What follows belongs to an exercise in optimizing a design on an open flow for small area and a short achievable clock period; a production flow would make more cautious choices.
Where RTL was checked, it was by simulation tests only, not by an equivalence proof against the original.

== red ==
Design fpga_trading_core, start of the top module:
module fpga_trading_core (
    input  wire        clk,
    input  wire        rst_n,
    input  wire        market_data_valid,
    input  wire [31:0] market_data_price,
    input  wire [31:0] market_data_size,
    input  wire [1:0]  market_data_type,  
    output reg         send_order,
    output wire [31:0] best_bid_price,
    output wire [31:0] best_bid_size,
    output wire [31:0] best_ask_price,
    output wire [31:0] best_ask_size,
    output wire [15:0] book_imbalance_fixed,
    output wire [7:0]  trade_intensity,
    output wire        ai_prediction
);
Settings: LEC_CHECK=0, CAP_MARGIN=20, CORE_MARGIN=2, CORE_UTILIZATION=40, SLEW_MARGIN=20, SYNTH_HIERARCHICAL=1; clock period 320.0 ns.
standard.sh (not shown) runs the stock make flow with config.mk's settings and CLKGATE_MAP_FILE= SYNTH_SCRIPT=/design/flow/synth_recipe.tcl, a recipe that flattens the netlist after the stock synthesis.
==> flow/flow/run.sh <==
#!/bin/bash
# The standard layout (bash standard.sh), with these settings passed to its make:
#  - the port buffers are buf_1 cells;
#  - clock tree: clkbuf_8 cells, sink clusters of up to 16 flip-flops, no dummy loads.
# The make output goes to standard_flow.log; each tool's log is under orfs/logs/.
set -euo pipefail
MARGIN=254
bash standard.sh \
  "BUFFER_PORTS_ARGS=-buffer_cell sky130_fd_sc_hd__buf_1" \
  SETUP_SLACK_MARGIN=$MARGIN \
  "CTS_ARGS=-sink_clustering_enable -repair_clock_nets -buf_list sky130_fd_sc_hd__clkbuf_8 -sink_clustering_size 16 -sink_clustering_max_diameter 50 -dont_use_dummy_load" \
  finish > standard_flow.log 2>&1
For purple, these inputs were changed with respect to red:
diff --git a/flow/flow/run.sh b/flow/flow/run.sh
--- a/flow/flow/run.sh
+++ b/flow/flow/run.sh
@@ -6,3 +6,3 @@
 set -euo pipefail
-MARGIN=254
+MARGIN=253.7
 bash standard.sh \
==> run summary <==
- Worst path required time ended up 0.12 ns lower on purple than on red.
- Delta(post-layout instance area, purple - red) < 0
- Minimum setup slack in the final design: purple vs red down 0.22 ns

---

fpga_trading_core, a different RTL version from the one above (not shown whole).
For scale: roughly 3800 cells after synthesis, about 290 flip-flops, ~220 I/O pins, about 36000 sq um of cells after synthesis.
Settings: LEC_CHECK=0, CAP_MARGIN=20, CORE_MARGIN=2, CORE_UTILIZATION=40, CTS_BUF_LIST=sky130_fd_sc_hd__clkbuf_4, SLEW_MARGIN=20, SYNTH_HIERARCHICAL=1; clock period 320.0 ns.
==> flow/flow/run.sh <==
#!/bin/bash
# The standard layout (bash standard.sh), with two settings passed to its make:
#  - the port buffers are buf_1 cells;
set -euo pipefail
bash standard.sh "BUFFER_PORTS_ARGS=-buffer_cell sky130_fd_sc_hd__buf_1" SETUP_SLACK_MARGIN=254 finish > standard_flow.log 2>&1
Then changed:
==> flow/flow/run.sh (replaced) <==
#!/bin/bash
# The standard layout (bash standard.sh), with these settings passed to its make:
#  - the port buffers are buf_1 cells;
#  - clock tree: clkbuf_8 cells, sink clusters of up to 20 flip-flops, no dummy loads.
# The make output goes to standard_flow.log; each tool's log is under orfs/logs/.
set -euo pipefail
MARGIN=254
bash standard.sh \
  "BUFFER_PORTS_ARGS=-buffer_cell sky130_fd_sc_hd__buf_1" \
  SETUP_SLACK_MARGIN=$MARGIN \
  "CTS_ARGS=-sink_clustering_enable -repair_clock_nets -buf_list sky130_fd_sc_hd__clkbuf_8 -sink_clustering_size 20 -sink_clustering_max_diameter 60 -dont_use_dummy_load" \
  finish > standard_flow.log 2>&1
- CTS_BUF_LIST: sky130_fd_sc_hd__clkbuf_4 -> not set
What happened:
- The changed run ran to the end with no violations
- worst setup slack gains 250 ps
- synthesized area is unchanged
- cell area fell by 1.6%
- sequential share of layout area goes up by 0.27 points

---

Setup of exp/quartz:
Another version of the RTL of fpga_trading_core (not shown whole).
Size in the first run: ~290 flip-flops, ~220 I/O pins.
Settings: LEC_CHECK=0, CAP_MARGIN=20, CORE_MARGIN=2, CORE_UTILIZATION=40, CTS_BUF_LIST=sky130_fd_sc_hd__clkbuf_4, SLEW_MARGIN=20; clock period 320.0 ns.
==> flow/flow/run.sh <==
#!/bin/bash
set -euo pipefail
bash standard.sh "BUFFER_PORTS_ARGS=-buffer_cell sky130_fd_sc_hd__buf_1" SETUP_SLACK_MARGIN=252 finish > standard_flow.log 2>&1
--- input diff exp/quartz..exp/harbor ---
- CTS_BUF_LIST no longer set, was sky130_fd_sc_hd__clkbuf_4
==> flow/run.sh (new file) <==
#!/bin/bash
# synth_recipe.tcl (not shown) runs the flow's synth.tcl, then flattens the netlist and writes it again
# the make line also repeats each setting of config.mk as NAME=value (left out here)
make -C /OpenROAD-flow-scripts/flow DESIGN_CONFIG=/design/flow/config.mk WORK_HOME=/design/flow/orfs CLKGATE_MAP_FILE= SYNTH_SCRIPT=/design/flow/synth_recipe.tcl finish
removed: flow/flow/run.sh
removed: flow/standard.sh
exp/harbor gives more post-route fraction of the period consumed by the critical path than exp/quartz did.
Final worst setup slack for exp/harbor: 1.97 ns down relative to exp/quartz
exp/harbor -> exp/quartz: final total negative setup slack delta 0, exact match
Cmp exp/harbor vs exp/quartz: required time reported for the critical path endpoint lower in exp/harbor
Diff exp/quartz and exp/harbor: minimum setup slack after placement higher in exp/quartz
Compared with exp/quartz, in exp/harbor antenna cell count saw a decrease.
[compare] base=exp/quartz new=exp/harbor: number of global-route vias before repair went down by about 1.6%, clock transition at the register clock pins on the worst setup and hold paths after CTS was more or less identical.
> inputs changed (exp/harbor -> exp/yarrow)
- CTS_BUF_LIST now sky130_fd_sc_hd__clkbuf_4, previously not set
==> flow/flow/run.sh (new file) <==
#!/bin/bash
# Standard layout; the port buffers are buf_1 cells.
set -euo pipefail
bash standard.sh "BUFFER_PORTS_ARGS=-buffer_cell sky130_fd_sc_hd__buf_1" finish > standard_flow.log 2>&1
==> flow/standard.sh (new file) <==
#!/bin/bash
# synth_recipe.tcl (not shown) runs the flow's synth.tcl, then flattens the netlist and writes it again
# the make line also repeats each setting of config.mk as NAME=value (left out here)
make -C /OpenROAD-flow-scripts/flow DESIGN_CONFIG=/design/flow/config.mk WORK_HOME=/design/flow/orfs CLKGATE_MAP_FILE= SYNTH_SCRIPT=/design/flow/synth_recipe.tcl "${@:-finish}"
removed: flow/run.sh
Findings:
- Compared with exp/harbor, in exp/yarrow clock latency of the later-clocked register in the worst-skew pair has increased; actual transition at the worst max-transition pin has decreased; count of plain and timing-repair buffers has increased.
- met2 track demand over resource in global routing in exp/yarrow is 0.55 points lower than in exp/harbor
- Side by side, required time reported for the critical path endpoint turned out higher in exp/yarrow than in exp/harbor.
No run of this note included a check of the RTL's function; only the layout flow was run.

---

fpga_trading_core with an RTL version that a note above also has.
For scale: roughly 290 flip-flops, ~220 I/O pins, about 36000 sq um of cells after synthesis.
Settings: LEC_CHECK=0, CAP_MARGIN=20, CORE_MARGIN=2, CORE_UTILIZATION=40, SLEW_MARGIN=20, SYNTH_HIERARCHICAL=1; clock period 320.0 ns.
==> flow/flow/run.sh <==
#!/bin/bash
# The standard layout (bash standard.sh), with these settings passed to its make:
#  - the port buffers are buf_1 cells;
#  - clock tree: clkbuf_8 cells, sink clusters of up to 16 flip-flops, no dummy loads.
# The make output goes to standard_flow.log; each tool's log is under orfs/logs/.
set -euo pipefail
MARGIN=254
bash standard.sh \
  "BUFFER_PORTS_ARGS=-buffer_cell sky130_fd_sc_hd__buf_1" \
  SETUP_SLACK_MARGIN=$MARGIN \
  "CTS_ARGS=-sink_clustering_enable -repair_clock_nets -buf_list sky130_fd_sc_hd__clkbuf_8 -sink_clustering_size 16 -sink_clustering_max_diameter 50 -dont_use_dummy_load" \
  finish > standard_flow.log 2>&1
Then changed:
==> flow/flow/run.sh (replaced) <==
#!/bin/bash
# The standard layout (bash standard.sh), with two settings passed to its make:
#  - the port buffers are buf_1 cells;
set -euo pipefail
bash standard.sh "BUFFER_PORTS_ARGS=-buffer_cell sky130_fd_sc_hd__buf_1" SETUP_SLACK_MARGIN=254 finish > standard_flow.log 2>&1
CTS_BUF_LIST = sky130_fd_sc_hd__clkbuf_4   (was not set)
SYNTH_HIERARCHICAL = not set   (was 1)
What happened: The changed run produced a clean layout. Die area is about the same. Global-route usage is lower by 0.43 points. Maximum frequency is lower by about 1.3%. Design area is higher by 2.5%. Flip-flop and latch count stays the same. Wire length is lower by 3.7%. Non-clock buffer count is higher by 31.

---

Setup of run A:
fpga_trading_core, a different RTL version from the one above (not shown whole).
Size: ~3,500 cells after synthesis, about 33,000 um^2 of cells after synthesis.
// fpga_trading_core
module fpga_trading_core (
    input  wire        clk,
    input  wire        rst_n,
    input  wire        market_data_valid,
    input  wire [31:0] market_data_price,
    input  wire [31:0] market_data_size,
    input  wire [1:0]  market_data_type,  
    output reg         send_order,
    output wire [31:0] best_bid_price,
    output wire [31:0] best_bid_size,
    output wire [31:0] best_ask_price,
    output wire [31:0] best_ask_size,
    output wire [15:0] book_imbalance_fixed,
    output wire [7:0]  trade_intensity,
    output wire        ai_prediction
);
==> flow/config.mk <==
export PLATFORM = sky130hd
export DESIGN_NAME = fpga_trading_core
export DESIGN_NICKNAME = fpga_trading_core
export VERILOG_FILES = /design/flow/design.v
export SDC_FILE = /design/flow/constraint.sdc
export NUM_CORES = 4
export LEC_CHECK = 0
export ABC_AREA = 1
export CAP_MARGIN = 20
export CORE_MARGIN = 2
export CORE_UTILIZATION = 40
export SLEW_MARGIN = 20
export SYNTH_HIERARCHICAL = 1
==> flow/constraint.sdc <==
create_clock -name core_clock -period 320.0 [get_ports {clk}]
set_input_delay 64.0000 -clock core_clock [delete_from_list [all_inputs] [get_ports {clk}]]
set_output_delay 64.0000 -clock core_clock [all_outputs]
set_load 0.01 [all_outputs]
==> flow/flow/run.sh <==
#!/bin/bash
# The standard layout (bash standard.sh), with these settings passed to its make:
#  - the port buffers are buf_1 cells;
#  - clock tree: clkbuf_8 cells, sink clusters of up to 16 flip-flops, no dummy loads.
# The make output goes to standard_flow.log; each tool's log is under orfs/logs/.
set -euo pipefail
MARGIN=254
bash standard.sh \
  "BUFFER_PORTS_ARGS=-buffer_cell sky130_fd_sc_hd__buf_1" \
  SETUP_SLACK_MARGIN=$MARGIN \
  "CTS_ARGS=-sink_clustering_enable -repair_clock_nets -buf_list sky130_fd_sc_hd__clkbuf_8 -sink_clustering_size 16 -sink_clustering_max_diameter 50 -dont_use_dummy_load" \
  finish > standard_flow.log 2>&1
Run A: all stages complete, timing, DRC and antenna checks passed
Input-level comparison between run B and run A:
- ABC_AREA no longer set, was 1
### Flow results
Comparing non-clock buffer count for run A and run B, the bigger number came from run B. The higher final period demand of the worst path came out of run B. Run A vs run B, most frequent standard cell in the layout excluding fill and tap cells: nand2_1 vs fa_1. Summary of the comparison: die height is lower in run B, relative to run A. Relative to run A, post-placement setup slack has gone down in run B. Summary of run B over run A: die area down 2800 um^2; distinct cell type count after synthesis rose by 27; routed length on met1 lower.
No functional check of the RTL was part of any run of this note.

## afterwards: timing with drivers on the ports
The results above use ideal ports. As a check the final layouts listed here were re-extracted and re-timed, cells and wires unchanged. Step 1 assumes that a clkbuf_16 drives the clock port and a buf_2 every other input. Step 2, shift: input delay + t, output delay - t, t = (earliest + latest rising clock arrival at the registers) / 2. This alone moves slack from input paths to output paths. Three values: no drivers, after step 1, after step 2; two values: the first two.
| run | shift t [ns] | setup slack, ns | worst register clock-pin slew, ns |
|---|---|---|---|
| red | 0.639 | 254.020 / 254.031 / 253.392 | 0.10 / 0.10 |
| purple | 0.629 | 253.796 / 253.758 / 253.200 | 0.10 / 0.10 |
| the first run of note 2 | 0.933 | 253.746 / 253.684 / 253.154 | 0.08 / 0.08 |
| the second run of note 2 | 0.672 | 253.991 / 253.930 / 253.419 | 0.12 / 0.12 |
| exp/quartz | 0.872 | 252.102 / 252.111 / 251.240 | 0.09 / 0.09 |
| exp/harbor | 0.619 | 250.137 / 250.137 / 250.075 | 0.07 / 0.07 |
| exp/yarrow | 0.887 | 250.340 / 250.340 / 250.340 | 0.08 / 0.08 |
| the first run of note 4 | 0.691 | 254.019 / 253.955 / 253.375 | 0.10 / 0.10 |
| the second run of note 4 | 0.875 | 253.124 / 253.138 / 252.263 | 0.08 / 0.08 |
| run A | 0.667 | 254.143 / 254.080 / 253.786 | 0.10 / 0.10 |
| run B | 0.654 | 253.993 / 253.933 / 253.422 | 0.09 / 0.09 |
After both steps every run listed still meets setup and hold. The setup slack of exp/quartz, which loses most, moves by +0.009 ns with the drivers and by -0.862 ns with both steps.
